This design comes from an exercise in tuning for small area and a short achievable clock period on the open sky130 flow, not from production work. The RTL was checked by simulation tests, not by an equivalence proof against the original design. Power and IR drop assume default switching activity.

==> design/flow/design.v <==
`timescale 1ns / 1ps
module rf_aoi222(input a1, input a2, input b1, input b2, input c1, input c2, output y);
    assign y = ~((a1 & a2) | (b1 & b2) | (c1 & c2));
endmodule
module rf_nand2(input a, input b, output y);
    assign y = ~(a & b);
endmodule
module rf_join11(input [10:0] g, output yn);
    assign yn = &g;
endmodule
module rf_rbit(input [31:1] sel, input [31:1] d, output yn);
    wire [10:0] g;
    genvar j;
    generate for (j = 0; j < 10; j = j + 1) begin : T
        rf_aoi222 u(.a1(sel[3*j+1]), .a2(d[3*j+1]), .b1(sel[3*j+2]), .b2(d[3*j+2]),
                    .c1(sel[3*j+3]), .c2(d[3*j+3]), .y(g[j]));
    end endgenerate
    rf_nand2 u31(.a(sel[31]), .b(d[31]), .y(g[10]));
    rf_join11 uj(.g(g), .yn(yn));
endmodule
module rf_wdec(input [4:0] n, input wen, input rst, output [31:1] en);
    genvar i;
    generate for (i = 1; i < 32; i = i + 1) begin : D
        assign en[i] = (wen && n == i) || rst;
    end endgenerate
endmodule
module wb_nand4(input a, input b, input c, input d, output y);
    assign y = ~(a & b & c & d);
endmodule
module wb_bit9(input [8:0] s, input [8:0] d, input fill_n, output y);
    wire [2:0] g;
    genvar j;
    generate for (j = 0; j < 3; j = j + 1) begin : T
        rf_aoi222 u(.a1(s[3*j]), .a2(d[3*j]), .b1(s[3*j+1]), .b2(d[3*j+1]),
                    .c1(s[3*j+2]), .c2(d[3*j+2]), .y(g[j]));
    end endgenerate
    wb_nand4 uj(.a(g[0]), .b(g[1]), .c(g[2]), .d(fill_n), .y(y));
endmodule
module wb_mux(input [31:0] sum, input [31:0] g, input [31:0] p, input [31:0] pgn,
              input [31:0] shr, input [31:0] shl, input [15:0] imm, input [31:0] mem,
              input [15:0] io, input [31:0] pc4,
              input s_arith, input s_slt, input s_g, input s_p, input s_n,
              input s_srl, input s_sll, input fill_n, input s_lui,
              input s_mem, input s_io, input s_jal, output [31:0] wd);
    genvar b;
    generate for (b = 0; b < 32; b = b + 1) begin : B
        if (b == 0) begin : Z
            assign wd[0] = (s_arith & sum[0]) | (s_slt & sum[31]) | (s_g & g[0]) | (s_p & p[0])
                         | (s_n & pgn[0]) | (s_srl & shr[0]) | (s_sll & shl[0]) | ~fill_n
                         | (s_mem & mem[0]) | (s_io & io[0]) | (s_jal & pc4[0]);
        end else if (b < 16) begin : L
            wb_bit9 u(.s({s_arith, s_g, s_p, s_n, s_srl, s_sll, s_mem, s_io, s_jal}),
                      .d({sum[b], g[b], p[b], pgn[b], shr[b], shl[b], mem[b], io[b], pc4[b]}),
                      .fill_n(fill_n), .y(wd[b]));
        end else begin : H
            wb_bit9 u(.s({s_arith, s_g, s_p, s_n, s_srl, s_sll, s_mem, s_lui, s_jal}),
                      .d({sum[b], g[b], p[b], pgn[b], shr[b], shl[b], mem[b], imm[b-16], pc4[b]}),
                      .fill_n(fill_n), .y(wd[b]));
        end
    end endgenerate
endmodule
module rf_dec(input [4:0] n, output [31:1] sel);
    genvar i;
    generate for (i = 1; i < 32; i = i + 1) begin : D
        assign sel[i] = (n == i);
    end endgenerate
endmodule
module mem_addr(input [15:0] p, input [15:0] g, output [15:0] sum, output c10);
    wire [15:0] pp [0:4];
    wire [15:0] gg [0:4];
    assign gg[0] = g;
    assign pp[0] = p;
    genvar l, m;
    generate for (l = 0; l < 4; l = l + 1) begin : L
        for (m = 0; m < 16; m = m + 1) begin : M
            if ((m >> l) & 1) begin : C
                localparam integer J = ((m >> l) << l) - 1;
                assign gg[l+1][m] = gg[l][m] | (pp[l][m] & gg[l][J]);
                assign pp[l+1][m] = pp[l][m] & pp[l][J];
            end else begin : N
                assign gg[l+1][m] = gg[l][m];
                assign pp[l+1][m] = pp[l][m];
            end
        end
    end endgenerate
    assign sum = p ^ {gg[4][14:0], 1'b0};
    assign c10 = gg[4][9];
endmodule
module mem_strobe(input [21:0] rh, input [21:0] s, input [21:0] si, input c10,
                  input is_sw, input is_lw, output we, output re, output is_io);
    wire io0 = &(rh ^ s);
    wire io1 = &(rh ^ si);
    assign is_io = c10 ? io1 : io0;
    assign we = is_sw & ~is_io;
    assign re = is_lw & ~is_io;
endmodule
module sh_mux2i(input a, input b, input s, output y);
    assign y = ~(s ? b : a);
endmodule
module minisys_cpu(
    input         clk,
    input         rst,           
    output [13:0] imem_addr,     
    input  [31:0] imem_data,     
    output [13:0] dmem_addr,     
    output        dmem_we,       
    output        dmem_re,       
    output [31:0] dmem_wdata,    
    input  [31:0] dmem_rdata,    
    input  [23:0] switch_i,      
    input  [15:0] kbd_i,         
    output [23:0] led,           
    output [31:0] seg_num        
);
    wire [31:0] ins = imem_data;
    wire [5:0]  op  = ins[31:26];
    wire [5:0]  fn  = ins[5:0];
    wire [4:0]  rs  = ins[25:21];
    wire [4:0]  rt  = ins[20:16];
    wire [4:0]  rd  = ins[15:11];
    wire [4:0]  sh  = ins[10:6];
    wire [15:0] imm = ins[15:0];
    wire is_lw   = op[5] & ~op[3];
    wire is_sw   = op[5] &  op[3];
    wire is_i    = ~op[5] & op[3];                  
    wire is_r    = ~op[5] & ~op[3] & ~op[2] & ~op[1];
    wire is_br   = ~op[5] & ~op[3] &  op[2];        
    wire is_jmp  = ~op[5] & ~op[3] & ~op[2] & op[1];  
    wire is_jal  = is_jmp & op[0];
    wire is_jr   = is_r & ~fn[5] & fn[3];
    wire zext    = is_i & (op[2] | op[0]);
    wire [31:0] ext = {{16{imm[15] & ~zext}}, imm};
    wire [31:0] sext = {{16{imm[15]}}, imm};
    reg  [31:0] pc;
    reg  [15:0] io_q;
    reg  [23:0] led_q;
    reg  [15:0] seg_lo;
    reg  [7:0]  seg_mid;
    reg  [2:0]  seg_a;      
    reg  [2:0]  seg_b;      
    wire        wen;
    wire [4:0]  wa;
    wire [31:1] sel_a, sel_b, en_w;
    wire [31:0] wdr;
    wire [31:0] rbits [1:31];
    rf_dec dec_a(.n(rs), .sel(sel_a));
    rf_dec dec_b(.n(rt), .sel(sel_b));
    rf_wdec dec_w(.n(wa), .wen(wen), .rst(rst), .en(en_w));
    genvar g, b;
    generate for (g = 1; g < 32; g = g + 1) begin : R
        reg [31:0] q;
        always @(posedge clk) begin
            if (en_w[g]) q <= wdr;
        end
        assign rbits[g] = q;
    end endgenerate
    wire [31:0] ra_n, rb_n;
    wire [31:0] ra = ~ra_n;
    wire [31:0] rb = ~rb_n;
    generate for (b = 0; b < 32; b = b + 1) begin : P
        wire [31:1] col;
        for (g = 1; g < 32; g = g + 1) begin : C
            assign col[g] = rbits[g][b];
        end
        rf_rbit pa(.sel(sel_a), .d(col), .yn(ra_n[b]));
        rf_rbit pb(.sel(sel_b), .d(col), .yn(rb_n[b]));
    end endgenerate
    wire [31:0] bop   = is_r ? rb : ext;
    wire        sub   = is_r ? (fn[3] | (fn[1] & ~fn[2])) : (is_i & op[1] & ~op[2]);
    wire [31:0] bx    = bop ^ {32{sub}};
    wire [31:0] p     = ra ^ bx;
    wire [31:0] gn    = ra & bx;
    wire [31:0] pg [0:5];
    wire [31:0] gg [0:5];
    assign gg[0] = {gn[31:1], gn[0] | (p[0] & sub)};
    assign pg[0] = p;
    genvar l, m;
    generate for (l = 0; l < 5; l = l + 1) begin : L
        for (m = 0; m < 32; m = m + 1) begin : M
            if ((m >> l) & 1) begin : C
                localparam integer J = ((m >> l) << l) - 1;
                assign gg[l+1][m] = gg[l][m] | (pg[l][m] & gg[l][J]);
                assign pg[l+1][m] = pg[l][m] & pg[l][J];
            end else begin : N
                assign gg[l+1][m] = gg[l][m];
                assign pg[l+1][m] = pg[l][m];
            end
        end
    end endgenerate
    wire [31:0] cy    = gg[5];                     
    wire [31:0] sum   = p ^ {cy[30:0], sub};
    wire        sh_var   = fn[2];
    wire        sh_left  = ~fn[1];
    wire        sh_fill  = fn[0] & rb[31];
    wire [4:0]  sh_amt   = sh_var ? ra[4:0] : sh;
    wire        sh_big   = sh_var & (|ra[31:5]);
    wire [31:0] sx [0:5];
    wire [31:0] sh_r, sh_out;
    genvar q;
    generate for (q = 0; q < 32; q = q + 1) begin : SH
        sh_mux2i ui(.a(rb[q]), .b(rb[31-q]), .s(sh_left), .y(sx[0][q]));
        for (l = 0; l < 5; l = l + 1) begin : S
            if (q + (1 << l) < 32) begin : M
                sh_mux2i u(.a(sx[l][q]), .b(sx[l][q + (1 << l)]), .s(sh_amt[l]), .y(sx[l+1][q]));
            end else begin : F
                sh_mux2i u(.a(sx[l][q]), .b(l % 2 ? sh_fill : ~sh_fill), .s(sh_amt[l]), .y(sx[l+1][q]));
            end
        end
        assign sh_out[q] = sx[5][31-q];
    end endgenerate
    assign sh_r = sx[5];
    wire [15:0] ap = ra[15:0] ^ imm;
    wire [15:0] ag = ra[15:0] & imm;
    wire [15:0] addr;
    wire        c10;
    mem_addr mad(.p(ap), .g(ag), .sum(addr), .c10(c10));
    wire [21:0] inc  = sext[31:10] + 22'd1;
    wire        is_io;
    wire [1:0] ioa = addr[1:0];
    wire io_rd = is_lw & is_io;
    wire io_wr = is_sw & is_io;
    mem_strobe mst(.rh(ra[31:10]), .s(sext[31:10]), .si(inc), .c10(c10),
                   .is_sw(is_sw), .is_lw(is_lw), .we(dmem_we), .re(dmem_re), .is_io(is_io));
    wire mem_rd = is_lw & ~is_io;
    assign dmem_addr = addr[15:2];
    assign dmem_wdata = rb;
    reg [15:0] io_data;
    always @(*) begin
        io_data = io_q;
        if (io_rd) begin
            case (ioa)
                2'b00: io_data = switch_i[15:0];
                2'b10: io_data = {8'h00, switch_i[23:16]};
                2'b11: io_data = kbd_i;
                default: io_data = io_q;
            endcase
        end
    end
    wire eq = (ra == rb);
    wire taken = is_br & (eq ^ op[0]);
    wire [29:0] boff = taken ? sext[29:0] : 30'b0;
    wire [29:0] pcw  = pc[31:2] + boff + 30'd1;
    wire [31:0] pcn  = {pcw, pc[1:0]};           
    wire [31:0] pc4  = pcn;                      
    reg [31:0] npc;
    always @(*) begin
        if (is_jmp)      npc = {pc[31:28], ins[25:0], 2'b00};
        else if (is_jr)  npc = ra;
        else             npc = pcn;
    end
    assign imem_addr = pc[15:2];
    wire [1:0] lop   = is_r ? fn[1:0] : op[1:0];
    wire r_arith = is_r & fn[5] & ~fn[2] & ~fn[3];
    wire r_slt   = is_r & fn[5] & fn[3];
    wire r_logic = is_r & fn[5] & fn[2];
    wire r_shift = is_r & ~fn[5];
    wire i_arith = is_i & ~op[2] & ~op[1];
    wire i_slt   = is_i & ~op[2] & op[1];
    wire i_logic = is_i & op[2] & ~(op[1] & op[0]);
    wire i_lui   = is_i & op[2] & op[1] & op[0];
    wire is_log  = r_logic | i_logic;
    wire nr      = ~rst;
    wire s_arith = nr & (r_arith | i_arith);
    wire s_slt   = nr & (r_slt | i_slt);
    wire s_g     = nr & is_log & ~lop[1];              
    wire s_p     = nr & is_log & (lop[1] ^ lop[0]);    
    wire s_n     = nr & is_log & lop[1] & lop[0];      
    wire s_srl   = nr & r_shift & ~sh_left & ~sh_big;
    wire s_sll   = nr & r_shift & sh_left & ~sh_big;
    wire s_fill  = nr & r_shift & sh_big & sh_fill;
    wire s_lui   = nr & i_lui;
    wire s_mem   = nr & is_lw & mem_rd;
    wire s_io    = nr & is_lw & ~mem_rd;
    wire s_jal   = nr & is_jal;
    wb_mux wbm(.sum(sum), .g(gn), .p(p), .pgn(~(p | gn)), .shr(sh_r), .shl(sh_out), .imm(imm),
               .mem(dmem_rdata), .io(io_data), .pc4(pc4),
               .s_arith(s_arith), .s_slt(s_slt), .s_g(s_g), .s_p(s_p), .s_n(s_n),
               .s_srl(s_srl), .s_sll(s_sll), .fill_n(~s_fill), .s_lui(s_lui),
               .s_mem(s_mem), .s_io(s_io), .s_jal(s_jal), .wd(wdr));
    assign wen = (is_r & ~is_jr) | is_i | is_lw | is_jal;
    assign wa  = is_jal ? 5'd31 : (is_r ? rd : rt);
    always @(posedge clk) begin
        if (rst) begin
            pc    <= 32'b0;
            io_q  <= 16'b0;
            led_q <= 24'b0;
            seg_lo <= 16'b0;
            seg_mid <= 8'b0;
            seg_a <= 3'b0;
            seg_b <= 3'b0;
        end else begin
            pc <= npc;
            io_q <= io_data;
            if (io_wr) begin
                if (ioa == 2'b00) led_q[15:0] <= rb[15:0];
                else if (ioa == 2'b10) led_q[23:16] <= rb[7:0];
            end else
                led_q <= 24'b0;
            if (io_wr && ioa == 2'b00) begin
                seg_lo <= rb[15:0];
                seg_a  <= switch_i[23:21];
                seg_b  <= 3'b0;
            end else if (io_wr && ioa == 2'b11) begin
                seg_mid <= rb[7:0];
                seg_a  <= 3'b0;
                seg_b  <= switch_i[23:21];
            end
        end
    end
    assign led = led_q;
    assign seg_num = {1'b0, seg_a, 1'b0, seg_b, seg_mid, seg_lo};
endmodule
==> design/flow/flow/run.sh <==
#!/bin/bash
# Layout flow: the standard ORFS flow (standard.sh), with
#  - port buffers of sky130_fd_sc_hd__buf_1 instead of the default delay buffer
#  - a larger setup slack margin for ORFS's timing repair, so that it keeps
#    improving paths past the (loose) clock constraint
#  - global routing that keeps more wires off met1/met2 (flow/fastroute.tcl)
# The SDC, clock period and every other setting are the standard flow's.
set -uo pipefail
here=$(pwd)
export SETUP_SLACK_MARGIN=7
export BUFFER_PORTS_ARGS="-buffer_cell sky130_fd_sc_hd__buf_1"
export FASTROUTE_TCL="$here/flow/fastroute.tcl"
bash standard.sh > standard_flow.log 2>&1
status=$?
cp -f orfs/logs/sky130hd/minisys_cpu/base/*.log . 2>/dev/null || true
exit $status
==> design/flow/flow/fastroute.tcl <==
# Global routing layers for sky130hd, as the platform's fastroute.tcl, but
# with less of met1 and met2 offered to the global router so that fewer
# wires are left to fight over the cell pins there.
set_global_routing_layer_adjustment met1 0.5
set_global_routing_layer_adjustment met2 0.35
set_global_routing_layer_adjustment met3-$::env(MAX_ROUTING_LAYER) 0.2

set_routing_layers -clock $::env(MIN_CLK_ROUTING_LAYER)-$::env(MAX_ROUTING_LAYER)
set_routing_layers -signal $::env(MIN_ROUTING_LAYER)-$::env(MAX_ROUTING_LAYER)
==> design/flow/standard.sh <==
#!/bin/bash
# synth_recipe.tcl (not shown) runs the flow's synth.tcl, then flattens the netlist and writes it again
# the make line also repeats each setting of config.mk as NAME=value (left out here)
make -C /OpenROAD-flow-scripts/flow DESIGN_CONFIG=/design/flow/config.mk WORK_HOME=/design/flow/orfs CLKGATE_MAP_FILE= SYNTH_SCRIPT=/design/flow/synth_recipe.tcl "${@:-finish}"
==> design/flow/config.mk <==
export PLATFORM = sky130hd
export DESIGN_NAME = minisys_cpu
export DESIGN_NICKNAME = minisys_cpu
export VERILOG_FILES = /design/flow/design.v
export SDC_FILE = /design/flow/constraint.sdc
export NUM_CORES = 4
export LEC_CHECK = 0
export CAP_MARGIN = 20
export CORE_MARGIN = 2
export CORE_UTILIZATION = 50
export CTS_CLUSTER_DIAMETER = 100
export CTS_CLUSTER_SIZE = 30
export SLEW_MARGIN = 20
export SYNTH_HIERARCHICAL = 1
export SYNTH_MINIMUM_KEEP_SIZE = 0
==> design/flow/constraint.sdc <==
create_clock -name core_clock -period 18.0 [get_ports {clk}]
set_input_delay 3.6000 -clock core_clock [delete_from_list [all_inputs] [get_ports {clk}]]
set_output_delay 3.6000 -clock core_clock [all_outputs]
set_load 0.01 [all_outputs]
==> qor.yml, run 1 <==
power:
  power.switching_uw: 1829
  sequentialPowerShare: 0.537
  clockPowerShare: 0.232
  p_int_uw: 3966
  ir_drop_mv: 0.08126
  combPwrFrac: 0.230
  leakagePower_uw: 0.02204
  sw_frac_of_total: 0.3156
  power_density_nw_per_um2: 93.92
synth:
  synth_top_flop_cell: "edfxtp_1"
  synthesis.area_sq_um: 52670
  synth_xor_area_frac: 0.02858
  yosys.area_share.simple: 0.09073
  synth-seq-cells: 1094
  synth_top_family_by_area: "compound AO/OA/AOI/OAI gates"
  yosys_warnings: 8
  async_reset_ff_frac: 0
  synthMuxAreaShare: 0.04127
  syn_inst: 3828
  synth.yosys.seq_area_share: 0.6044
  synth_edf_count: 992
  ys_types: 81
  syn_avg_cell_area_sq_um: 13.76
  synth_compound_area_frac: 0.1865
  synthAdderAreaFrac: 0.02936
place:
  place_congestion: 1.017
  dp_hpwl_mm: 136.5
  place.port_buffers: 220
  place_worst_setup_slack_ns: 5.032
global_routing:
  grt_pass1_vias: 42054
  antenna_found_initial: 6
  grt_remaining_overflow: 0
  grt_first_pass_wirelength_mm: 300.2
  grt_max_degree: 59
  grt_use_total: 0.4790
cts:
  path_clk_slew_ns: 0.11
  clockBufferDepth: 3
  cts_max_level: 2
  cts_root_buf: "clkbuf_16"
  holdBufCountCts: 0
  cts_made_buffers: 47
  cts_sinks: 1094
  worst_skew_pair.late_latency_ns: 0.70
  cts_tree: "done"
routing:
  vias: 42836
  wire_per_inst_um: 38.60
  remaining_drc_errors: 0
  dr.pass1.iters: 10
  drtAntennaViolNets: 0
  drtIter0Drc: 6536
  vias_per_cell: 7.402
  finalWirelength_mm: 223.4
setup_path:
  cp.arrival_ns: 7.93
  endpoint_kind: "output port"
  cp-start-kind: "primary input"
  crit_path_max_fanout: 9
  cpPeakStageDelay_ns: 0.60
  criticalPathCategory: "in2out"
  path_cells: "buf_1, buf_6, nand2b_4, nor2_4, buf_12, a222oi_1, nand4_1, nor3_2, buf_4, inv_4, ha_4, ha_4, o211a_4, o211ai_4, a31o_4, nand2b_4, nand4_1, nor2_1, a22oi_2, and2_4, buf_6"
  critPathRequiredTime_ns: 14.40
  crit_path_top_delay_cell: "nand4_1"
die:
  dieArea_sq_um: 107900
  die_h_um: 328.5
  start_util: 0.5024
  num_rows: 119
  io_pins: 224
  chipWidth_um: 328.5
  core-area_sq_um: 104800
min_path:
  hp-class: "reg2reg"
finish:
  syn_to_final_growth_pct: 17.15
  drive_above_1_share: 0.1729
  final_cell_mix: "edfxtp_1 (992), a222oi_1 (742), buf_4 (273), mux2i_1 (203), buf_1 (197)"
  final_common_cell: "edfxtp_1"
  fin_nets: 4602
sta:
  period_needed_ns: 11.53
  final.setup_skew_ns: 0.04207
  setup_tns_ns: 0
  setup_viol: 0
  finalCritPeriodShare: 0.6407
  finalWorstSetupSlack_ns: 6.467
  grt_setup_unrepaired: "yes"
  hold_viol_final: 0
  clock.fmax_mhz: 86.71
  relSlewSlack: 0.2313
  worst_pin_slew_ns: 1.153
  maxSlewViolCount: 0
run_status:
  status: "finished clean"
flow_run:
  maxCapViolCount: 0
## logic make-up after synthesis
kind of cell	count (synthesis)
compound gates	1107
flops	1094
simple gates	879
buf+inv	240
mux	216
xor+xnor	171
fa+ha+maj	120
other cells	1
## per-layer routing
layer	wire [um]	GRT usage	up-vias
li1	-	-	17888
met1	72620	0.6681	20808
met2	88990	0.6628	3314
met3	40820	0.2674	816
met4	20860	0.3256	10
met5	60	0	-
## final timing paths
| kind | from | to | slack, ns | depth (start not counted) |
|---|---|---|---|---|
| hold reg to reg | seg_lo[2]$_SDFFE_PP0P_ | seg_lo[2]$_SDFFE_PP0P_ | 0.47 | 2 |
| setup reg to reg | R[13].q[4]$_DFFE_PP_ | R[19].q[28]$_DFFE_PP_ | 10.32 | 29 |
| hold / removal | seg_lo[2]$_SDFFE_PP0P_ | seg_lo[2]$_SDFFE_PP0P_ | 0.47 | 2 |
| setup / recovery | imem_data[24] | dmem_we | 6.47 | 21 |
## modules after synthesis, one instance, submodules excluded, a selection
module	cell area (sq um)	flip-flops and latches	times used	cells inside
mem_addr	457.9	0	1	68
mem_strobe	508.0	0	1	64
minisys_cpu	39370	1094	1	2262
rf_aoi222	10.01	0	733	1
rf_dec	217.7	0	2	46
rf_join11	27.53	0	64	4
rf_nand2	3.754	0	64	1
rf_wdec	395.4	0	1	59
sh_mux2i	10.01	0	192	1
wb_mux	48.80	0	1	7
wb_nand4	6.256	0	31	1
## critical path: cells and delay by family
family | cells | cell delay [ns]
and+or+nand+nor | 8 | 1.64
adders and majority gates | 2 | 0.38
buffers and inverters | 6 | 0.78
AOI/OAI and AO/OA | 5 | 1.49
## sequential cells by signal, indices dropped and copies added, names as in the netlist
name / cells
R.q: 992
seg_lo: 16
seg_mid: 8
io_q: 16
pc: 32
led_q: 24
seg_b: 3
seg_a: 3
## repair_timing
item	4_1_cts	5_1_grt
gates cloned	8	18
endpoints found under the setup margin	899	477
resized for setup	162	145
endpoints found under the hold margin	0	0
pin swaps	106	120
buffers inserted	92	77
## synth_stat cells, types with 5 or more instances
cell	number	area share
edfxtp_1	992	0.57
a222oi_1	742	0.14
nor2_1	208	0.015
mux2i_1	207	0.039
nand4_1	182	0.022
nand2_1	158	0.011
inv_1	137	0.0098
ha_1	114	0.027
dfxtp_1	102	0.039
xor2_1	96	0.016
a21oi_1	92	0.0087
nand3_1	89	0.0085
o21ai_0	79	0.0075
xnor2_1	74	0.012
clkbuf_1	72	0.0051
nor3_2	64	0.012
a211oi_1	59	0.0084
nor3_1	43	0.0041
a21o_1	26	0.0037
and2_1	21	0.0025
nor2b_1	18	0.0021
buf_4	17	0.0024
nand2b_1	17	0.0020
nor4_1	14	0.0017
o21ai_1	13	0.0012
or2_2	11	0.0013
and3_1	10	0.0012
o211ai_1	10	0.0014
mux2_2	9	0.0019
o2bb2ai_1	9	0.0015
a22oi_1	8	0.0011
a21boi_0	7	0.0010
a31o_1	7	0.0012
nand3b_1	7	0.0010
o21a_1	7	0.0010
buf_2	6	0.00057
fa_1	6	0.0023
or3b_4	6	0.0013
and2_2	5	0.00071
nand4b_1	5	0.00083
o21bai_1	5	0.00071
or3_1	5	0.00059
## metrics by stage
| step | total power [uW] | hold WS (ns) | utilization | cells | instance area (sq um) |
|---|---|---|---|---|---|
| CTS | 5689 | 0.4715 | 0.5733 | 5686 | 60100 |
| floorplan | 3822 | 0.4726 | - | 3829 | 52670 |
| detailed placement | 4319 | 0.4460 | 0.5429 | 5523 | 56900 |
| finish | 5795 | 0.4691 | 0.5886 | 5787 | 61700 |
| global placement | 4302 | 0.4371 | 0.5429 | 5523 | 56900 |
| global route | 5961 | 0.4931 | 0.5885 | 5782 | 61690 |
## final cells by class
class | instances | area (sq um)
Fill cell | 8500 | 43120
Sequential cell | 1094 | 31830
Multi-Input combinational cell | 2495 | 21310
Timing Repair Buffer | 600 | 4821
Tap cell | 1391 | 1740
Clock buffer | 53 | 1241
Inverter | 138 | 524.3
Clock inverter | 10 | 221.5
Antenna cell | 6 | 15.01
## power by group through the flow
stage                     logic, uW  registers, uW  clock network (uW)
after CTS                      1230           3110                1350
after detailed placement       1150           3170                   0
after global placement         1150           3150                   0
after floorplan                 675           3150                   0
final                          1330           3110                1350
after global routing           1390           3140                1430
==> run 2, diff against run 1 <==
--- a/design/flow/design.v
+++ b/design/flow/design.v
@@ -7,4 +7,7 @@
 endmodule
-module rf_join11(input [10:0] g, output yn);
-    assign yn = &g;
+module rf_join11(input [10:0] g, output [2:0] h);
+    assign h = {~&g[10:8], ~&g[7:4], ~&g[3:0]};
+endmodule
+module rf_nor3(input [2:0] h, output yn);
+    assign yn = ~|h;
 endmodule
@@ -18,3 +21,18 @@
     rf_nand2 u31(.a(sel[31]), .b(d[31]), .y(g[10]));
-    rf_join11 uj(.g(g), .yn(yn));
+    wire [2:0] h;
+    rf_join11 uj(.g(g), .h(h));
+    rf_nor3 un(.h(h), .yn(yn));
+endmodule
+module rf_rbit2(input [31:1] sel, input [31:1] d, output yn, output yn2);
+    wire [10:0] g;
+    genvar j;
+    generate for (j = 0; j < 10; j = j + 1) begin : T
+        rf_aoi222 u(.a1(sel[3*j+1]), .a2(d[3*j+1]), .b1(sel[3*j+2]), .b2(d[3*j+2]),
+                    .c1(sel[3*j+3]), .c2(d[3*j+3]), .y(g[j]));
+    end endgenerate
+    rf_nand2 u31(.a(sel[31]), .b(d[31]), .y(g[10]));
+    wire [2:0] h;
+    rf_join11 uj(.g(g), .h(h));
+    rf_nor3 un(.h(h), .yn(yn));
+    rf_nor3 un2(.h(h), .yn(yn2));
 endmodule
@@ -67,23 +85,164 @@
 endmodule
-module mem_addr(input [15:0] p, input [15:0] g, output [15:0] sum, output c10);
-    wire [15:0] pp [0:4];
-    wire [15:0] gg [0:4];
-    assign gg[0] = g;
-    assign pp[0] = p;
-    genvar l, m;
-    generate for (l = 0; l < 4; l = l + 1) begin : L
-        for (m = 0; m < 16; m = m + 1) begin : M
-            if ((m >> l) & 1) begin : C
-                localparam integer J = ((m >> l) << l) - 1;
-                assign gg[l+1][m] = gg[l][m] | (pp[l][m] & gg[l][J]);
-                assign pp[l+1][m] = pp[l][m] & pp[l][J];
-            end else begin : N
-                assign gg[l+1][m] = gg[l][m];
-                assign pp[l+1][m] = pp[l][m];
-            end
-        end
-    end endgenerate
-    assign sum = p ^ {gg[4][14:0], 1'b0};
-    assign c10 = gg[4][9];
-endmodule
+module mem_addr(input [15:0] rn, input [15:0] imm, output [15:0] sum, output c10);
+    wire [15:0] G0, P0;
+    wire [15:0] G1, P1;
+    wire [15:0] G2, P2;
+    wire [15:0] G3, P3;
+    wire [15:0] G4, P4;
+    ma_xnor2 x0(.a(rn[0]), .b(imm[0]), .y(P0[0]));
+    ma_andn a0(.an(rn[0]), .b(imm[0]), .y(G0[0]));
+    ma_xnor2 x1(.a(rn[1]), .b(imm[1]), .y(P0[1]));
+    ma_andn a1(.an(rn[1]), .b(imm[1]), .y(G0[1]));
+    ma_xnor2 x2(.a(rn[2]), .b(imm[2]), .y(P0[2]));
+    ma_andn a2(.an(rn[2]), .b(imm[2]), .y(G0[2]));
+    ma_xnor2 x3(.a(rn[3]), .b(imm[3]), .y(P0[3]));
+    ma_andn a3(.an(rn[3]), .b(imm[3]), .y(G0[3]));
+    ma_xnor2 x4(.a(rn[4]), .b(imm[4]), .y(P0[4]));
+    ma_andn a4(.an(rn[4]), .b(imm[4]), .y(G0[4]));
+    ma_xnor2 x5(.a(rn[5]), .b(imm[5]), .y(P0[5]));
+    ma_andn a5(.an(rn[5]), .b(imm[5]), .y(G0[5]));
+    ma_xnor2 x6(.a(rn[6]), .b(imm[6]), .y(P0[6]));
+    ma_andn a6(.an(rn[6]), .b(imm[6]), .y(G0[6]));
+    ma_xnor2 x7(.a(rn[7]), .b(imm[7]), .y(P0[7]));
+    ma_andn a7(.an(rn[7]), .b(imm[7]), .y(G0[7]));
+    ma_xnor2 x8(.a(rn[8]), .b(imm[8]), .y(P0[8]));
+    ma_andn a8(.an(rn[8]), .b(imm[8]), .y(G0[8]));
+    ma_xnor2 x9(.a(rn[9]), .b(imm[9]), .y(P0[9]));
+    ma_andn a9(.an(rn[9]), .b(imm[9]), .y(G0[9]));
+    ma_xnor2 x10(.a(rn[10]), .b(imm[10]), .y(P0[10]));
+    ma_andn a10(.an(rn[10]), .b(imm[10]), .y(G0[10]));
+    ma_xnor2 x11(.a(rn[11]), .b(imm[11]), .y(P0[11]));
+    ma_andn a11(.an(rn[11]), .b(imm[11]), .y(G0[11]));
+    ma_xnor2 x12(.a(rn[12]), .b(imm[12]), .y(P0[12]));
+    ma_andn a12(.an(rn[12]), .b(imm[12]), .y(G0[12]));
+    ma_xnor2 x13(.a(rn[13]), .b(imm[13]), .y(P0[13]));
+    ma_andn a13(.an(rn[13]), .b(imm[13]), .y(G0[13]));
+    ma_xnor2 x14(.a(rn[14]), .b(imm[14]), .y(P0[14]));
+    ma_andn a14(.an(rn[14]), .b(imm[14]), .y(G0[14]));
+    ma_xnor2 x15(.a(rn[15]), .b(imm[15]), .y(P0[15]));
+    ma_andn a15(.an(rn[15]), .b(imm[15]), .y(G0[15]));
+    ma_inv gi0_0(.a(G0[0]), .y(G1[0]));
+    ma_a21oi g0_1(.a1(P0[1]), .a2(G0[0]), .b1(G0[1]), .y(G1[1]));
+    ma_inv gi0_2(.a(G0[2]), .y(G1[2]));
+    ma_inv pi0_2(.a(P0[2]), .y(P1[2]));
+    ma_a21oi g0_3(.a1(P0[3]), .a2(G0[2]), .b1(G0[3]), .y(G1[3]));
+    ma_nand2 p0_3(.a(P0[3]), .b(P0[2]), .y(P1[3]));
+    ma_inv gi0_4(.a(G0[4]), .y(G1[4]));
+    ma_inv pi0_4(.a(P0[4]), .y(P1[4]));
+    ma_a21oi g0_5(.a1(P0[5]), .a2(G0[4]), .b1(G0[5]), .y(G1[5]));
+    ma_nand2 p0_5(.a(P0[5]), .b(P0[4]), .y(P1[5]));
+    ma_inv gi0_6(.a(G0[6]), .y(G1[6]));
+    ma_inv pi0_6(.a(P0[6]), .y(P1[6]));
+    ma_a21oi g0_7(.a1(P0[7]), .a2(G0[6]), .b1(G0[7]), .y(G1[7]));
+    ma_nand2 p0_7(.a(P0[7]), .b(P0[6]), .y(P1[7]));
+    ma_inv gi0_8(.a(G0[8]), .y(G1[8]));
+    ma_inv pi0_8(.a(P0[8]), .y(P1[8]));
+    ma_a21oi g0_9(.a1(P0[9]), .a2(G0[8]), .b1(G0[9]), .y(G1[9]));
+    ma_nand2 p0_9(.a(P0[9]), .b(P0[8]), .y(P1[9]));
+    ma_inv gi0_10(.a(G0[10]), .y(G1[10]));
+    ma_inv pi0_10(.a(P0[10]), .y(P1[10]));
+    ma_a21oi g0_11(.a1(P0[11]), .a2(G0[10]), .b1(G0[11]), .y(G1[11]));
+    ma_nand2 p0_11(.a(P0[11]), .b(P0[10]), .y(P1[11]));
+    ma_inv gi0_12(.a(G0[12]), .y(G1[12]));
+    ma_inv pi0_12(.a(P0[12]), .y(P1[12]));
+    ma_a21oi g0_13(.a1(P0[13]), .a2(G0[12]), .b1(G0[13]), .y(G1[13]));
+    ma_nand2 p0_13(.a(P0[13]), .b(P0[12]), .y(P1[13]));
+    ma_inv gi0_14(.a(G0[14]), .y(G1[14]));
+    ma_inv pi0_14(.a(P0[14]), .y(P1[14]));
+    ma_a21oi g0_15(.a1(P0[15]), .a2(G0[14]), .b1(G0[15]), .y(G1[15]));
+    ma_nand2 p0_15(.a(P0[15]), .b(P0[14]), .y(P1[15]));
+    ma_inv gi1_0(.a(G1[0]), .y(G2[0]));
+    ma_inv gi1_1(.a(G1[1]), .y(G2[1]));
+    ma_o21ai g1_2(.a1(P1[2]), .a2(G1[1]), .b1(G1[2]), .y(G2[2]));
+    ma_o21ai g1_3(.a1(P1[3]), .a2(G1[1]), .b1(G1[3]), .y(G2[3]));
+    ma_inv gi1_4(.a(G1[4]), .y(G2[4]));
+    ma_inv pi1_4(.a(P1[4]), .y(P2[4]));
+    ma_inv gi1_5(.a(G1[5]), .y(G2[5]));
+    ma_inv pi1_5(.a(P1[5]), .y(P2[5]));
+    ma_o21ai g1_6(.a1(P1[6]), .a2(G1[5]), .b1(G1[6]), .y(G2[6]));
+    ma_nor2 p1_6(.a(P1[6]), .b(P1[5]), .y(P2[6]));
+    ma_o21ai g1_7(.a1(P1[7]), .a2(G1[5]), .b1(G1[7]), .y(G2[7]));
+    ma_nor2 p1_7(.a(P1[7]), .b(P1[5]), .y(P2[7]));
+    ma_inv gi1_8(.a(G1[8]), .y(G2[8]));
+    ma_inv pi1_8(.a(P1[8]), .y(P2[8]));
+    ma_inv gi1_9(.a(G1[9]), .y(G2[9]));
+    ma_inv pi1_9(.a(P1[9]), .y(P2[9]));
+    ma_o21ai g1_10(.a1(P1[10]), .a2(G1[9]), .b1(G1[10]), .y(G2[10]));
+    ma_nor2 p1_10(.a(P1[10]), .b(P1[9]), .y(P2[10]));
+    ma_o21ai g1_11(.a1(P1[11]), .a2(G1[9]), .b1(G1[11]), .y(G2[11]));
+    ma_nor2 p1_11(.a(P1[11]), .b(P1[9]), .y(P2[11]));
+    ma_inv gi1_12(.a(G1[12]), .y(G2[12]));
+    ma_inv pi1_12(.a(P1[12]), .y(P2[12]));
+    ma_inv gi1_13(.a(G1[13]), .y(G2[13]));
+    ma_inv pi1_13(.a(P1[13]), .y(P2[13]));
+    ma_o21ai g1_14(.a1(P1[14]), .a2(G1[13]), .b1(G1[14]), .y(G2[14]));
+    ma_nor2 p1_14(.a(P1[14]), .b(P1[13]), .y(P2[14]));
+    ma_o21ai g1_15(.a1(P1[15]), .a2(G1[13]), .b1(G1[15]), .y(G2[15]));
+    ma_nor2 p1_15(.a(P1[15]), .b(P1[13]), .y(P2[15]));
+    ma_inv gi2_0(.a(G2[0]), .y(G3[0]));
+    ma_inv gi2_1(.a(G2[1]), .y(G3[1]));
+    ma_inv gi2_2(.a(G2[2]), .y(G3[2]));
+    ma_inv gi2_3(.a(G2[3]), .y(G3[3]));
+    ma_a21oi g2_4(.a1(P2[4]), .a2(G2[3]), .b1(G2[4]), .y(G3[4]));
+    ma_a21oi g2_5(.a1(P2[5]), .a2(G2[3]), .b1(G2[5]), .y(G3[5]));
+    ma_a21oi g2_6(.a1(P2[6]), .a2(G2[3]), .b1(G2[6]), .y(G3[6]));
+    ma_a21oi g2_7(.a1(P2[7]), .a2(G2[3]), .b1(G2[7]), .y(G3[7]));
+    ma_inv gi2_8(.a(G2[8]), .y(G3[8]));
+    ma_inv pi2_8(.a(P2[8]), .y(P3[8]));
+    ma_inv gi2_9(.a(G2[9]), .y(G3[9]));
+    ma_inv pi2_9(.a(P2[9]), .y(P3[9]));
+    ma_inv gi2_10(.a(G2[10]), .y(G3[10]));
+    ma_inv pi2_10(.a(P2[10]), .y(P3[10]));
+    ma_inv gi2_11(.a(G2[11]), .y(G3[11]));
+    ma_inv pi2_11(.a(P2[11]), .y(P3[11]));
+    ma_a21oi g2_12(.a1(P2[12]), .a2(G2[11]), .b1(G2[12]), .y(G3[12]));
+    ma_nand2 p2_12(.a(P2[12]), .b(P2[11]), .y(P3[12]));
+    ma_a21oi g2_13(.a1(P2[13]), .a2(G2[11]), .b1(G2[13]), .y(G3[13]));
+    ma_nand2 p2_13(.a(P2[13]), .b(P2[11]), .y(P3[13]));
+    ma_a21oi g2_14(.a1(P2[14]), .a2(G2[11]), .b1(G2[14]), .y(G3[14]));
+    ma_nand2 p2_14(.a(P2[14]), .b(P2[11]), .y(P3[14]));
+    ma_a21oi g2_15(.a1(P2[15]), .a2(G2[11]), .b1(G2[15]), .y(G3[15]));
+    ma_nand2 p2_15(.a(P2[15]), .b(P2[11]), .y(P3[15]));
+    ma_inv gi3_0(.a(G3[0]), .y(G4[0]));
+    ma_inv gi3_1(.a(G3[1]), .y(G4[1]));
+    ma_inv gi3_2(.a(G3[2]), .y(G4[2]));
+    ma_inv gi3_3(.a(G3[3]), .y(G4[3]));
+    ma_inv gi3_4(.a(G3[4]), .y(G4[4]));
+    ma_inv gi3_5(.a(G3[5]), .y(G4[5]));
+    ma_inv gi3_6(.a(G3[6]), .y(G4[6]));
+    ma_inv gi3_7(.a(G3[7]), .y(G4[7]));
+    ma_o21ai g3_8(.a1(P3[8]), .a2(G3[7]), .b1(G3[8]), .y(G4[8]));
+    ma_o21ai g3_9(.a1(P3[9]), .a2(G3[7]), .b1(G3[9]), .y(G4[9]));
+    ma_o21ai g3_10(.a1(P3[10]), .a2(G3[7]), .b1(G3[10]), .y(G4[10]));
+    ma_o21ai g3_11(.a1(P3[11]), .a2(G3[7]), .b1(G3[11]), .y(G4[11]));
+    ma_o21ai g3_12(.a1(P3[12]), .a2(G3[7]), .b1(G3[12]), .y(G4[12]));
+    ma_o21ai g3_13(.a1(P3[13]), .a2(G3[7]), .b1(G3[13]), .y(G4[13]));
+    ma_o21ai g3_14(.a1(P3[14]), .a2(G3[7]), .b1(G3[14]), .y(G4[14]));
+    ma_o21ai g3_15(.a1(P3[15]), .a2(G3[7]), .b1(G3[15]), .y(G4[15]));
+    assign sum[0] = P0[0];
+    ma_xor2 s1(.a(P0[1]), .b(G4[0]), .y(sum[1]));
+    ma_xor2 s2(.a(P0[2]), .b(G4[1]), .y(sum[2]));
+    ma_xor2 s3(.a(P0[3]), .b(G4[2]), .y(sum[3]));
+    ma_xor2 s4(.a(P0[4]), .b(G4[3]), .y(sum[4]));
+    ma_xor2 s5(.a(P0[5]), .b(G4[4]), .y(sum[5]));
+    ma_xor2 s6(.a(P0[6]), .b(G4[5]), .y(sum[6]));
+    ma_xor2 s7(.a(P0[7]), .b(G4[6]), .y(sum[7]));
+    ma_xor2 s8(.a(P0[8]), .b(G4[7]), .y(sum[8]));
+    ma_xor2 s9(.a(P0[9]), .b(G4[8]), .y(sum[9]));
+    ma_xor2 s10(.a(P0[10]), .b(G4[9]), .y(sum[10]));
+    ma_xor2 s11(.a(P0[11]), .b(G4[10]), .y(sum[11]));
+    ma_xor2 s12(.a(P0[12]), .b(G4[11]), .y(sum[12]));
+    ma_xor2 s13(.a(P0[13]), .b(G4[12]), .y(sum[13]));
+    ma_xor2 s14(.a(P0[14]), .b(G4[13]), .y(sum[14]));
+    ma_xor2 s15(.a(P0[15]), .b(G4[14]), .y(sum[15]));
+    assign c10 = G4[9];
+endmodule
+module ma_xnor2(input a, input b, output y);  assign y = ~(a ^ b);        endmodule
+module ma_xor2(input a, input b, output y);   assign y = a ^ b;           endmodule
+module ma_andn(input an, input b, output y);  assign y = ~an & b;         endmodule
+module ma_a21oi(input a1, input a2, input b1, output y); assign y = ~((a1 & a2) | b1); endmodule
+module ma_o21ai(input a1, input a2, input b1, output y); assign y = ~((a1 | a2) & b1); endmodule
+module ma_nand2(input a, input b, output y);  assign y = ~(a & b);        endmodule
+module ma_nor2(input a, input b, output y);   assign y = ~(a | b);        endmodule
+module ma_inv(input a, output y);             assign y = ~a;              endmodule
 module mem_strobe(input [21:0] rh, input [21:0] s, input [21:0] si, input c10,
@@ -92,5 +251,9 @@
     wire io1 = &(rh ^ si);
+    wire we0_n = ~(is_sw & ~io0);
+    wire we1_n = ~(is_sw & ~io1);
+    wire re0_n = ~(is_lw & ~io0);
+    wire re1_n = ~(is_lw & ~io1);
+    sh_mux2i mw(.a(we0_n), .b(we1_n), .s(c10), .y(we));
+    sh_mux2i mr(.a(re0_n), .b(re1_n), .s(c10), .y(re));
     assign is_io = c10 ? io1 : io0;
-    assign we = is_sw & ~is_io;
-    assign re = is_lw & ~is_io;
 endmodule
@@ -156,4 +319,5 @@
     end endgenerate
-    wire [31:0] ra_n, rb_n;
+    wire [31:0] ra_n, rb_n, rm_n;
     wire [31:0] ra = ~ra_n;
+    wire [31:0] rm = ~rm_n;                     
     wire [31:0] rb = ~rb_n;
@@ -164,6 +328,6 @@
         end
-        rf_rbit pa(.sel(sel_a), .d(col), .yn(ra_n[b]));
+        rf_rbit2 pa(.sel(sel_a), .d(col), .yn(ra_n[b]), .yn2(rm_n[b]));
         rf_rbit pb(.sel(sel_b), .d(col), .yn(rb_n[b]));
     end endgenerate
-    wire [31:0] bop   = is_r ? rb : ext;
+    wire [31:0] bop   = (is_r | is_br) ? rb : ext;    
     wire        sub   = is_r ? (fn[3] | (fn[1] & ~fn[2])) : (is_i & op[1] & ~op[2]);
@@ -211,7 +375,5 @@
     assign sh_r = sx[5];
-    wire [15:0] ap = ra[15:0] ^ imm;
-    wire [15:0] ag = ra[15:0] & imm;
     wire [15:0] addr;
     wire        c10;
-    mem_addr mad(.p(ap), .g(ag), .sum(addr), .c10(c10));
+    mem_addr mad(.rn(rm_n[15:0]), .imm(imm), .sum(addr), .c10(c10));
     wire [21:0] inc  = sext[31:10] + 22'd1;
@@ -221,3 +383,3 @@
     wire io_wr = is_sw & is_io;
-    mem_strobe mst(.rh(ra[31:10]), .s(sext[31:10]), .si(inc), .c10(c10),
+    mem_strobe mst(.rh(rm[31:10]), .s(sext[31:10]), .si(inc), .c10(c10),
                    .is_sw(is_sw), .is_lw(is_lw), .we(dmem_we), .re(dmem_re), .is_io(is_io));
@@ -238,8 +400,8 @@
     end
-    wire eq = (ra == rb);
+    wire eq = ~|p;                                  
     wire taken = is_br & (eq ^ op[0]);
-    wire [29:0] boff = taken ? sext[29:0] : 30'b0;
-    wire [29:0] pcw  = pc[31:2] + boff + 30'd1;
-    wire [31:0] pcn  = {pcw, pc[1:0]};           
-    wire [31:0] pc4  = pcn;                      
+    wire [29:0] pc4w = pc[31:2] + 30'd1;
+    wire [29:0] pcbw = pc4w + sext[29:0];
+    wire [31:0] pc4  = {pc4w, pc[1:0]};
+    wire [31:0] pcn  = taken ? {pcbw, pc[1:0]} : pc4;
     reg [31:0] npc;
--- a/design/flow/config.mk
+++ b/design/flow/config.mk
@@ -8,4 +8,6 @@
 export CAP_MARGIN = 20
+export CELL_PAD_IN_SITES_DETAIL_PLACEMENT = 1
+export CELL_PAD_IN_SITES_GLOBAL_PLACEMENT = 1
 export CORE_MARGIN = 2
-export CORE_UTILIZATION = 50
+export CORE_UTILIZATION = 45
 export CTS_CLUSTER_DIAMETER = 100
@@ -15 +17,2 @@
 export SYNTH_MINIMUM_KEEP_SIZE = 0
+export TNS_END_PERCENT = 5
==> run 2 against run 1 <==
Sequential power is essentially flat. Final cell count grew 3.0%. Area after synthesis is 2.1% higher. Power is 1.2% higher. Core utilization shrank 7.6 points. Largest power group unchanged.
==> qor.yml, run 2 <==
cts:
  cts_max_level: 2  # unchanged
  cts_made_buffers: 48  # +2.1%
  cts_root_buf: "clkbuf_16"
  clockBufferDepth: 3  # unchanged
  path_clk_slew_ns: 0.11  # about the same
  holdBufCountCts: 0  # unchanged
  worst_skew_pair.late_latency_ns: 0.72  # +0.02 ns
  cts_sinks: 1094  # unchanged
  cts_tree: "done"
synth:
  synth_commonest_cells: "edfxtp_1 (992), a222oi_1 (742), mux2i_1 (212)"
  syn_avg_cell_area_sq_um: 13.55  # -1.5%
  synth_top_flop_cell: "edfxtp_1"
  yosysMostFrequentCell: "edfxtp_1"
  yosys_warnings: 7  # -1
  synth.yosys.seq_area_share: 0.5919  # -0.01245
  synth_area_leaders: "edfxtp_1 (55%), a222oi_1 (14%), mux2i_1 (3.9%), dfxtp_1 (3.8%), ha_1 (2.3%)"
  async_reset_ff_frac: 0  # unchanged
  synth_top_area_share: 0.5540  # -0.01165
  ys_types: 88  # +8.6%
  yosys.area.top_type: "edfxtp_1"
  synthesis.area_sq_um: 53770  # +2.1%
  synth-seq-cells: 1094  # unchanged
  syn_inst: 3969  # +3.7%
  synth_edf_count: 992  # unchanged
power:
  sequentialPowerShare: 0.531  # -0.006
  leakagePower_uw: 0.02165  # -1.8%
  combPwrFrac: 0.230  # about the same
  p_int_uw: 3966  # about the same
  power_density_nw_per_um2: 96.73  # +3.0%
  clockPowerShare: 0.239  # +0.007
  power.switching_uw: 1900  # +3.9%
  ir_drop_mv: 0.08640  # +6.3%
  sw_frac_of_total: 0.3239  # +0.008330
sta:
  grt_setup_unrepaired: "yes"
  maxSlewViolCount: 0  # unchanged
  final.setup_skew_ns: 0.05239  # +0.01032 ns
  setup_viol: 0  # unchanged
  clock.fmax_mhz: 89.26  # +2.9%
  finalCritPeriodShare: 0.6224  # -0.01834
  worst_pin_slew_ns: 1.221  # +0.06796 ns
  hold_viol_final: 0  # unchanged
  holdWs_ns: 0.4695  # +0.0003640 ns
  relSlewSlack: 0.1815  # -0.04975
  period_needed_ns: 11.20  # -0.3301 ns
  setup_tns_ns: 0  # unchanged
min_path:
  hp-class: "reg2reg"
global_routing:
  grt_pass1_vias: 44352  # +5.5%
  grt_first_pass_wirelength_mm: 328.5  # +9.4%
  grt_max_degree: 48  # -19%
  antenna_found_initial: 3  # -3
  grt_remaining_overflow: 0  # unchanged
  grt_use_total: 0.4647  # -0.01428
setup_path:
  crit_path_top_delay_cell: "nor3_4"
  cpPeakStageDelay_ns: 0.81  # +0.21 ns
  criticalPathCategory: "in2out"
  critPathRequiredTime_ns: 14.40  # about the same
  crit_path_max_fanout: 17  # +8
  cpMostUsedCell: "buf_1"
  endpoint_kind: "output port"
  crit_buf_inv: 4  # -2
  cp-start-kind: "primary input"
  cpLargestDelayFamily: "simple AND/OR/NAND/NOR gates"
  path_cells: "buf_1, nand2b_1, nor2_4, buf_4, a222oi_1, nand4_1, nor3_4, inv_1, buf_1"
  cp.arrival_ns: 7.60  # -0.33 ns
finish:
  final_cell_mix: "edfxtp_1 (992), a222oi_1 (742), buf_4 (236), buf_1 (213), mux2i_1 (212)"
  drive_above_1_share: 0.1377  # -0.03521
  finish.instance_area_sq_um: 60640  # -1.7%
  syn_to_final_growth_pct: 12.78
  final_common_cell: "edfxtp_1"
  fin_nets: 4605  # +0.065%
  fin_cells: 5960  # +3.0%
  regMostFlops: "R.q"
  reg.largest.list: "R.q x992, pc x32, led_q x24"
  largest_reg_flops: 992  # unchanged
routing:
  remaining_drc_errors: 0  # unchanged
  drtIter0Drc: 5815  # -11%
  dr.pass1.iters: 12  # +2
  vias: 43091  # +0.60%
  drtAntennaViolNets: 0  # unchanged
  vias_per_cell: 7.230  # -2.3%
  wire_per_inst_um: 39.90  # +3.4%
  finalWirelength_mm: 237.8  # +6.5%
place:
  place_inst: 5807  # +5.1%
  place_congestion: 1.026  # +0.93%
  place.port_buffers: 220  # unchanged
  placed_area_sq_um: 58130  # +2.2%
  dp_hpwl_mm: 155.8  # +14%
die:
  chipWidth_um: 349.7  # +6.4%
  dieArea_sq_um: 122300  # +13%
  core-area_sq_um: 118200  # +13%
  num_rows: 126  # +5.9%
  io_pins: 224  # unchanged
  die_h_um: 349.7  # +6.4%
  start_util: 0.4548  # -0.04765
run_status:
  status: "finished clean"
flow_run:
  maxCapViolCount: 0  # unchanged
## run 2: cell count changes after synthesis, moves of 21 or more
cell	change
a21o_1	+21
nor3_2	+35
nor3_1	-26
xor2_1	-47
o21ai_0	-30
xnor2_1	+60
o21ai_1	+24
inv_1	+63
## run 2: logic make-up after synthesis
group / count (synthesis) / synth area share
multiplexers: 220 / 0.04114
flip-flops: 1094 / 0.5919
XOR/XNOR: 183 / 0.02981
other: 1 / 0.00006974
buffers and inverters: 293 / 0.02262
AND/OR/NAND/NOR: 917 / 0.09819
adder cells (fa/ha/maj): 104 / 0.02504
AO/OA/AOI/OAI: 1157 / 0.1912
## run 2: final timing paths
kind | slack, ns | depth (start not counted) | endpoint | start
max | 6.80 | 9 | dmem_wdata[2] | imem_data[19]
min | 0.47 | 2 | seg_lo[6]$_SDFFE_PP0P_ | seg_lo[6]$_SDFFE_PP0P_
min reg2reg | 0.47 | 2 | seg_lo[6]$_SDFFE_PP0P_ | seg_lo[6]$_SDFFE_PP0P_
max reg2reg | 11.24 | 19 | R[25].q[0]$_DFFE_PP_ | R[4].q[0]$_DFFE_PP_
## run 2: Yosys stat by module, one instance, submodules excluded, excerpt
| module | times used | cells inside | flops+latches | area (sq um) |
|---|---|---|---|---|
| ma_nor2 | 5 | 1 | 0 | 3.754 |
| ma_xnor2 | 16 | 1 | 0 | 8.758 |
| sh_mux2i | 194 | 1 | 0 | 10.01 |
| ma_inv | 49 | 1 | 0 | 3.754 |
| ma_o21ai | 14 | 1 | 0 | 5.005 |
| wb_nand4 | 31 | 1 | 0 | 6.256 |
| rf_aoi222 | 733 | 1 | 0 | 10.01 |
| rf_wdec | 1 | 59 | 0 | 395.4 |
| rf_nand2 | 64 | 1 | 0 | 3.754 |
| ma_nand2 | 9 | 1 | 0 | 3.754 |
| minisys_cpu | 1 | 2299 | 1094 | 39670 |
| ma_andn | 15 | 1 | 0 | 13.76 |
| rf_nor3 | 96 | 1 | 0 | 10.01 |
| ma_xor2 | 15 | 1 | 0 | 8.758 |
## run 2: timing repair
item / CTS / global route
gates cloned: 0 / 0
pin swaps: 49 / 1
endpoints found under the setup margin: 516 / 28
setup buffers: 73 / 1
resized for setup: 46 / 2
## run 2: per-layer routing
layer	up-vias	global-route usage	share of wire	routed length, um
met5	-	0.001177	0	0
met4	0	0.3333	0.098	23320
met3	831	0.2142	0.15	34610
met2	2814	0.6706	0.41	98020
met1	21295	0.6518	0.34	81840
li1	18151	-	-	-
## run 2: cell type report
cell class                      count  area (sq um)
Clock buffer                       59          1264
Timing Repair Buffer              466          2801
Antenna cell                        8         20.02
Inverter                          202         758.2
Clock inverter                     12         312.8
Tap cell                         1536          1922
Multi-Input combinational cell   2583         21730
Sequential cell                  1094         31830
Fill cell                       11791         57600
## run 2: power by group through the flow
stage	Combinational, uW	Clock (uW)	Sequential, uW
floorplan	732	0	3140
global placement	1270	0	3150
detailed placement	1270	0	3170
CTS	1310	1420	3110
global route	1420	1490	3140
finish	1350	1400	3110
## run 2: worst reg2reg max path, cell delays in order, from the launching register on
cell and delay, ns:
edfxtp_1 0.39, a222oi_1 0.43, nand4_1 0.59, nor3_2 0.72
inv_1 0.27, mux2i_1 0.50, mux2i_1 0.18, fa_1 0.50
a211oi_1 0.38, o21ai_1 0.20, nand3_1 0.21, nand3_1 0.20
a32oi_1 0.39, o211ai_1 0.20, a31oi_1 0.25, xnor2_1 0.13
a222oi_1 0.24, and3_1 0.21, nand4_1 0.11, buf_4 0.31
## run 2: metrics by stage
step / utilization / worst slack [ns] / total power [uW]
after detailed placement: 0.4917 / 5.263 / 4443
after CTS: 0.5124 / 6.923 / 5848
after global placement: 0.4917 / 5.368 / 4419
after global routing: 0.5127 / 6.710 / 6051
final: 0.5129 / 6.797 / 5866
after floorplan: - / 7.197 / 3876
==> run 3, diff against run 2 <==
--- a/design/flow/design.v
+++ b/design/flow/design.v
@@ -319,3 +319,3 @@
     end endgenerate
-    wire [31:0] ra_n, rb_n, rm_n;
+    wire [31:0] ra_n, rb_n, rm_n, ro_n;
     wire [31:0] ra = ~ra_n;
@@ -329,3 +329,3 @@
         rf_rbit2 pa(.sel(sel_a), .d(col), .yn(ra_n[b]), .yn2(rm_n[b]));
-        rf_rbit pb(.sel(sel_b), .d(col), .yn(rb_n[b]));
+        rf_rbit2 pb(.sel(sel_b), .d(col), .yn(rb_n[b]), .yn2(ro_n[b]));
     end endgenerate
@@ -387,3 +387,3 @@
     assign dmem_addr = addr[15:2];
-    assign dmem_wdata = rb;
+    assign dmem_wdata = ~ro_n;                   
     reg [15:0] io_data;
--- a/design/flow/flow/run.sh
+++ b/design/flow/flow/run.sh
@@ -5,4 +5,6 @@
 #    improving paths past the (loose) clock constraint
+#  - the resizer free to change a cell's footprint (MATCH_CELL_FOOTPRINT=0),
+#    not used in synthesis
 #  - global routing that keeps more wires off met1/met2 (flow/fastroute.tcl)
-# The SDC, clock period and every other setting are the standard flow's.
+# The synthesis, SDC, clock period and every other setting are the standard flow's.
 set -uo pipefail
@@ -12,3 +14,4 @@
 export FASTROUTE_TCL="$here/flow/fastroute.tcl"
-bash standard.sh > standard_flow.log 2>&1
+bash standard.sh synth > standard_synth.log 2>&1 || exit 1
+bash standard.sh MATCH_CELL_FOOTPRINT=0 finish > standard_flow.log 2>&1
 status=$?
--- a/design/flow/config.mk
+++ b/design/flow/config.mk
@@ -11,3 +11,3 @@
 export CORE_MARGIN = 2
-export CORE_UTILIZATION = 45
+export CORE_UTILIZATION = 50
 export CTS_CLUSTER_DIAMETER = 100
==> run 3 against run 2 <==
Still clean. Wire length fell by 0.20%. First-iteration DRC count rose by 4.6%. Sequential share of layout area fell by 0.31 points. Sequential power barely moved. Cell area rose by 0.60%. Critical path type unchanged. Largest power group unchanged.
==> qor.yml, run 3 <==
place:
  dp_hpwl_mm: 155.1  # -0.44%
  place_worst_setup_slack_ns: 4.887  # -0.3763 ns
  place_congestion: 1.042  # +1.5%
  place.port_buffers: 220  # unchanged
  placed_area_sq_um: 58250  # +0.20%
setup_path:
  endpoint_kind: "output port"
  cp.arrival_ns: 7.41  # -0.19 ns
  criticalPathCategory: "in2out"
  cp-start-kind: "primary input"
  crit_path_max_fanout: 32  # +15
  critPathRequiredTime_ns: 14.40  # about the same
cts:
  cts_max_level: 2  # unchanged
  cts_sinks: 1094  # unchanged
  cts_tree: "done"
  worst_skew_pair.late_latency_ns: 0.72  # about the same
  cts_root_buf: "clkbuf_16"
  path_clk_slew_ns: 0.11  # about the same
  clockBufferDepth: 3  # unchanged
  cts_made_buffers: 47  # -2.1%
synth:
  synth.yosys.seq_area_share: 0.5882  # -0.003709
  synth-seq-cells: 1094  # unchanged
  async_reset_ff_frac: 0  # unchanged
  yosys.area.top_type: "edfxtp_1"
  synth_area_leaders: "edfxtp_1 (55%), a222oi_1 (14%), mux2i_1 (4.0%), dfxtp_1 (3.8%), nor3_2 (2.4%)"
  synth_commonest_cells: "edfxtp_1 (992), a222oi_1 (742), inv_1 (231)"
  syn_avg_cell_area_sq_um: 13.49  # -0.40%
  ys_types: 99  # +13%
  yosysMostFrequentCell: "edfxtp_1"
  synthesis.area_sq_um: 54110  # +0.63%
  yosys_warnings: 7  # unchanged
  syn_inst: 4010  # +1.0%
  synth_top_flop_cell: "edfxtp_1"
  synth_edf_count: 992  # unchanged
  synth_top_area_share: 0.5505  # -0.003471
global_routing:
  grt_pass1_vias: 46416  # +4.7%
  grt_remaining_overflow: 0  # unchanged
  antenna_found_initial: 14  # +11
  grt_max_degree: 48  # unchanged
  grt_use_total: 0.5112  # +0.04643
  grt_first_pass_wirelength_mm: 331.3  # +0.86%
sta:
  finalCritPeriodShare: 0.6118  # -0.01060
  finalWorstSetupSlack_ns: 6.988  # +0.1907 ns
  maxSlewViolCount: 0  # unchanged
  setup_viol: 0  # unchanged
  grt_setup_unrepaired: "no"
  relSlewSlack: 0.2314  # +0.04987
  period_needed_ns: 11.01  # -0.1907 ns
  final.setup_skew_ns: 0.04132  # -0.01106 ns
  hold_viol_final: 0  # unchanged
  clock.fmax_mhz: 90.81  # +1.7%
  setup_tns_ns: 0  # unchanged
  worst_pin_slew_ns: 1.153  # -0.06815 ns
finish:
  reg.largest.list: "R.q x992, pc x32, led_q x24"
  final_common_cell: "edfxtp_1"
  nFillCells: 10543  # -11%
  drive_above_1_share: 0.1558  # +0.01814
  final_cell_mix: "edfxtp_1 (992), a222oi_1 (742), buf_4 (242), inv_1 (231), mux2i_1 (213)"
  fin_nets: 4675  # +1.5%
  finish.instance_area_sq_um: 61000  # +0.60%
  syn_to_final_growth_pct: 12.74  # about the same
  regMostFlops: "R.q"
  largest_reg_flops: 992  # unchanged
  final_util: 0.5691  # +0.05617
power:
  power_density_nw_per_um2: 96.25  # -0.50%
  ir_drop_mv: 0.1354  # +57%
  leakagePower_uw: 0.02204  # +1.8%
  power.total_uw: 5872  # about the same
min_path:
  hp-class: "reg2reg"
die:
  io_pins: 224  # unchanged
  start_util: 0.5048  # +0.04998
  num_rows: 120  # -4.8%
  dieArea_sq_um: 110900  # -9.3%
  chipWidth_um: 333.0  # -4.8%
  die_h_um: 333.0  # -4.8%
  core-area_sq_um: 107200  # -9.3%
routing:
  drtIter0Drc: 6082  # +4.6%
  remaining_drc_errors: 0  # unchanged
  vias_per_cell: 7.490  # +3.6%
  vias: 44136  # +2.4%
  drtAntennaViolNets: 0  # unchanged
  dr.pass1.iters: 13  # +1
  finalWirelength_mm: 237.3  # -0.20%
  wire_per_inst_um: 40.27  # +0.93%
run_status:
  status: "finished clean"
flow_run:
  maxCapViolCount: 0  # unchanged
[run 3: cell count changes after synthesis, moves of 4 or more]
cell / previous run / this run
inv_1: 200 / 231
nand2_1: 175 / 165
a22o_1: 6 / 15
o21ai_0: 49 / 62
a21oi_1: 90 / 76
nor3_2: 99 / 129
o21a_1: 8 / 12
a211oi_1: 55 / 51
nand4_1: 186 / 178
xor2_1: 49 / 45
[run 3: critical path, stage by stage]
cell      delay, ns
clkbuf_4       0.20
nand3b_1       0.16
buf_4          0.19
buf_4          0.14
nor2_4         0.04
buf_12         0.17
a222oi_1       0.35
nand4_1        0.16
buf_4          0.19
nor3_4         0.35
buf_6          0.15
xnor2_2        0.15
nand2_2        0.15
nor2_4         0.17
a21oi_4        0.07
buf_12         0.15
o21ai_4        0.33
mux2i_4        0.42
buf_2          0.20
[run 3: cell type report]
class | instances | area (sq um) | area share
antenna | 4 | 10.01 | 0.0001641
clock buffer | 56 | 1252 | 0.02053
clock inverter | 14 | 215.2 | 0.003528
inverter | 233 | 874.6 | 0.01434
multi-input combinational | 2596 | 21960 | 0.3599
sequential | 1094 | 31830 | 0.5218
tap | 1403 | 1755 | 0.02878
timing repair buffer | 493 | 3109 | 0.05097
[run 3: per-layer routing]
layer / vias up / part of all wire / global-route usage
met2: 3086 / 0.41 / 0.7258
met1: 21764 / 0.33 / 0.6817
met5: - / 0.00039 / 0
li1: 18301 / - / -
met4: 12 / 0.10 / 0.3862
met3: 973 / 0.16 / 0.2707
[run 3: stage by stage]
step | instances | hold WS, ns
global placement | 5727 | 0.4439
detailed placement | 5727 | 0.4612
floorplan | 4011 | 0.4393
CTS | 5856 | 0.4875
finish | 5893 | 0.4796
global route | 5890 | 0.5045
[run 3: where the power goes]
part           switching [uW]  internal (uW)  leakage (uW)
logic                     974            420        0.0103
registers                 106           3010        0.0110
clock network             835            523      0.000704
[run 3: final timing paths]
kind         slack (ns)                   start  depth (start not counted)                      to
min reg2reg        0.48  seg_lo[1]$_SDFFE_PP0P_                          2  seg_lo[1]$_SDFFE_PP0P_
max reg2reg       10.68    R[13].q[5]$_DFFE_PP_                         19    R[28].q[3]$_DFFE_PP_
max                6.99           imem_data[21]                         19                 dmem_we
min                0.48  seg_lo[1]$_SDFFE_PP0P_                          2  seg_lo[1]$_SDFFE_PP0P_
[run 3: logic make-up after synthesis]
| kind of cell | count (synthesis) | share of synthesized area |
|---|---|---|
| compound gates | 1154 | 0.1893 |
| flops | 1094 | 0.5882 |
| simple gates | 928 | 0.1018 |
| buf+inv | 321 | 0.02412 |
| mux | 225 | 0.04185 |
| xor+xnor | 183 | 0.02976 |
| fa+ha+maj | 104 | 0.02488 |
| other cells | 1 | 0.00006930 |
[run 3: Yosys stat by module (local to each module, per instance), a selection]
module	cells	copies in the design
ma_a21oi	1	14
ma_xor2	1	15
ma_o21ai	1	14
mem_addr	1	1
sh_mux2i	1	194
rf_wdec	59	1
wb_mux	7	1
rf_aoi222	1	733
ma_inv	1	49
ma_xnor2	1	16
[run 3: repair_timing]
action,CTS,global route
cloned,0,0
endpoints found under the setup margin,512,103
pin swaps,41,43
resized for setup,51,80
setup buffers,59,31
hold buffers,0,0
==> run 4, diff against run 3 <==
--- a/design/flow/config.mk
+++ b/design/flow/config.mk
@@ -11,3 +11,3 @@
 export CORE_MARGIN = 2
-export CORE_UTILIZATION = 50
+export CORE_UTILIZATION = 40
 export CTS_CLUSTER_DIAMETER = 100
==> run 4 against run 3 <==
Sequential share of layout area shrank 0.65 points. Sequential cell count is the same. Cell area grew 1.3%. Combinational power is essentially flat. Wire length grew 3.2%. Worst setup slack gained 0.0065 ns. Power grew 0.20%. Via count shrank 1.5%. Core utilization shrank 11 points. Critical path depth shrank 2. Die area grew 25%. Clock power is essentially flat. Critical path type unchanged. Largest cell class unchanged.
==> qor.yml, run 4 <==
sta:
  holdWs_ns: 0.4742  # -0.005362 ns
  maxSlewViolCount: 0  # unchanged
  finalWorstSetupSlack_ns: 6.994  # +0.006540 ns
  finalCritPeriodShare: 0.6114  # about the same
  clock.fmax_mhz: 90.86  # about the same
  grt_setup_unrepaired: "yes"
  setup_viol: 0  # unchanged
  relSlewSlack: 0.2352  # +0.003832
synth:
  async_reset_ff_frac: 0  # unchanged
  synth_edf_count: 992  # unchanged
  yosys.area.top_type: "edfxtp_1"
  synth_commonest_cells: "edfxtp_1 (992), a222oi_1 (742), inv_1 (231)"
  yosys_warnings: 7  # unchanged
setup_path:
  endpoint_kind: "output port"
  crit_path_max_fanout: 18  # -44%
  cp-start-kind: "primary input"
  critPathLaunch: "imem_data[23]"
power:
  power_density_nw_per_um2: 95.24  # -1.1%
  ir_drop_mv: 0.08516  # -37%
finish:
  multi_input_area_sq_um: 22130  # +0.76%
  largest_reg_flops: 992  # unchanged
  final_common_cell: "edfxtp_1"
  drive_above_1_share: 0.1602  # +0.004377
  syn_to_final_growth_pct: 14.16
place:
  place_inst: 6094  # +6.4%
  place_worst_setup_slack_ns: 5.123  # +0.2360 ns
routing:
  wire_per_inst_um: 39.01  # -3.1%
  vias_per_cell: 6.928  # -7.5%
cts:
  path_clk_slew_ns: 0.11  # about the same
flow_run:
  maxCapViolCount: 0  # unchanged
global_routing:
  grt_use_total: 0.4219  # -0.08924
  grt_remaining_overflow: 0  # unchanged
  antenna_found_initial: 5  # -9
run_status:
  status: "finished clean"
run 4: cell types whose count changed in the layout (fill, tap and decap cells not counted), sizes merged:
cell / change
diode: -3
buf: +21
clkinvlp: -2
inv: +2
clkbuf: -4
bufinv: +1
nor2: +2
clkinv: +1
run 4: metrics by stage:
stage	total power, uW	instance area [sq um]
detailed placement	4465	58800
CTS	5845	61170
global placement	4437	58800
global route	6078	61770
floorplan	3887	54120
finish	5883	61780
run 4: path summary, 6_finish.rpt:
path	cells past startpoint	slack, ns	end
worst max-delay path	17	6.99	dmem_we
worst min-delay path	2	0.47	seg_lo[1]$_SDFFE_PP0P_
worst max register to register	20	11.07	R[10].q[0]$_DFFE_PP_
worst min register to register	2	0.47	seg_lo[1]$_SDFFE_PP0P_
run 4: kinds of logic after synthesis:
kind of cell | count (synthesis) | synth area share
AND/OR/NAND/NOR | 928 | 0.1018
AO/OA/AOI/OAI | 1154 | 0.1893
buffers and inverters | 321 | 0.02412
XOR/XNOR | 183 | 0.02976
adder cells (fa/ha/maj) | 104 | 0.02488
flip-flops | 1094 | 0.5882
multiplexers | 225 | 0.04185
other | 1 | 0.00006930
run 4: final cells by class:
cell class                 count  share of cell area
tap                         1768             0.03581
sequential                  1094              0.5153
multi-input combinational   2598              0.3581
antenna                        1          0.00004051
clock inverter                16            0.003868
clock buffer                  52             0.02003
timing repair buffer         514             0.05270
inverter                     233             0.01416
run 4: where the power goes:
group / total [uW] / switching [uW] / leakage [uW] / internal, uW
Sequential: 3120 / 101 / 0.0110 / 3010
Clock: 1380 / 841 / 0.000718 / 535
Combinational: 1390 / 973 / 0.0104 / 419
Total: 5880 / 1920 / 0.0222 / 3970
run 4: metal layers:
| metal | up-vias | GRT usage | part of all wire |
|---|---|---|---|
| met2 | 2731 | 0.6198 | 0.42 |
| met3 | 690 | 0.1971 | 0.14 |
| met1 | 21694 | 0.5960 | 0.35 |
| met5 | - | 0.01049 | 0.0013 |
| li1 | 18355 | - | - |
| met4 | 12 | 0.2661 | 0.087 |
run 4: critical path: cells and delay by family:
kind            cells  cell delay (ns)
compound gates      2             0.83
xor+xnor            1             0.21
buf+inv             8             1.41
mux                 1             0.44
simple gates        5             0.87
run 4: modules after synthesis, one instance, submodules excluded, excerpt:
module	times used	flip-flops and latches	area [sq um]
rf_nor3	128	0	10.01
ma_xnor2	16	0	8.758
rf_dec	2	0	217.7
ma_nor2	5	0	3.754
ma_o21ai	14	0	5.005
ma_xor2	15	0	8.758
ma_nand2	9	0	3.754
sh_mux2i	194	0	10.01
minisys_cpu	1	1094	39690
wb_mux	1	0	48.80
ma_a21oi	14	0	8.758
rf_wdec	1	0	395.4
rf_aoi222	733	0	10.01
ma_inv	49	0	3.754
wb_nand4	31	0	6.256
mem_strobe	1	0	513.0
run 4: timing repair:
action	4_1_cts	5_1_grt
resized for setup	64	59
hold buffers	0	0
endpoints found under the setup margin	574	196
setup buffers	77	33
pin swaps	63	48
gates cloned	0	2

Re-timed with assumed drivers on the ports (clkbuf_16 on the clock, buf_2 on other inputs), run 4 has 6.967 ns of setup slack against 6.994 ns with ideal ports, and 6.606 ns once port delays also move by the mid clock arrival of 0.774 ns.
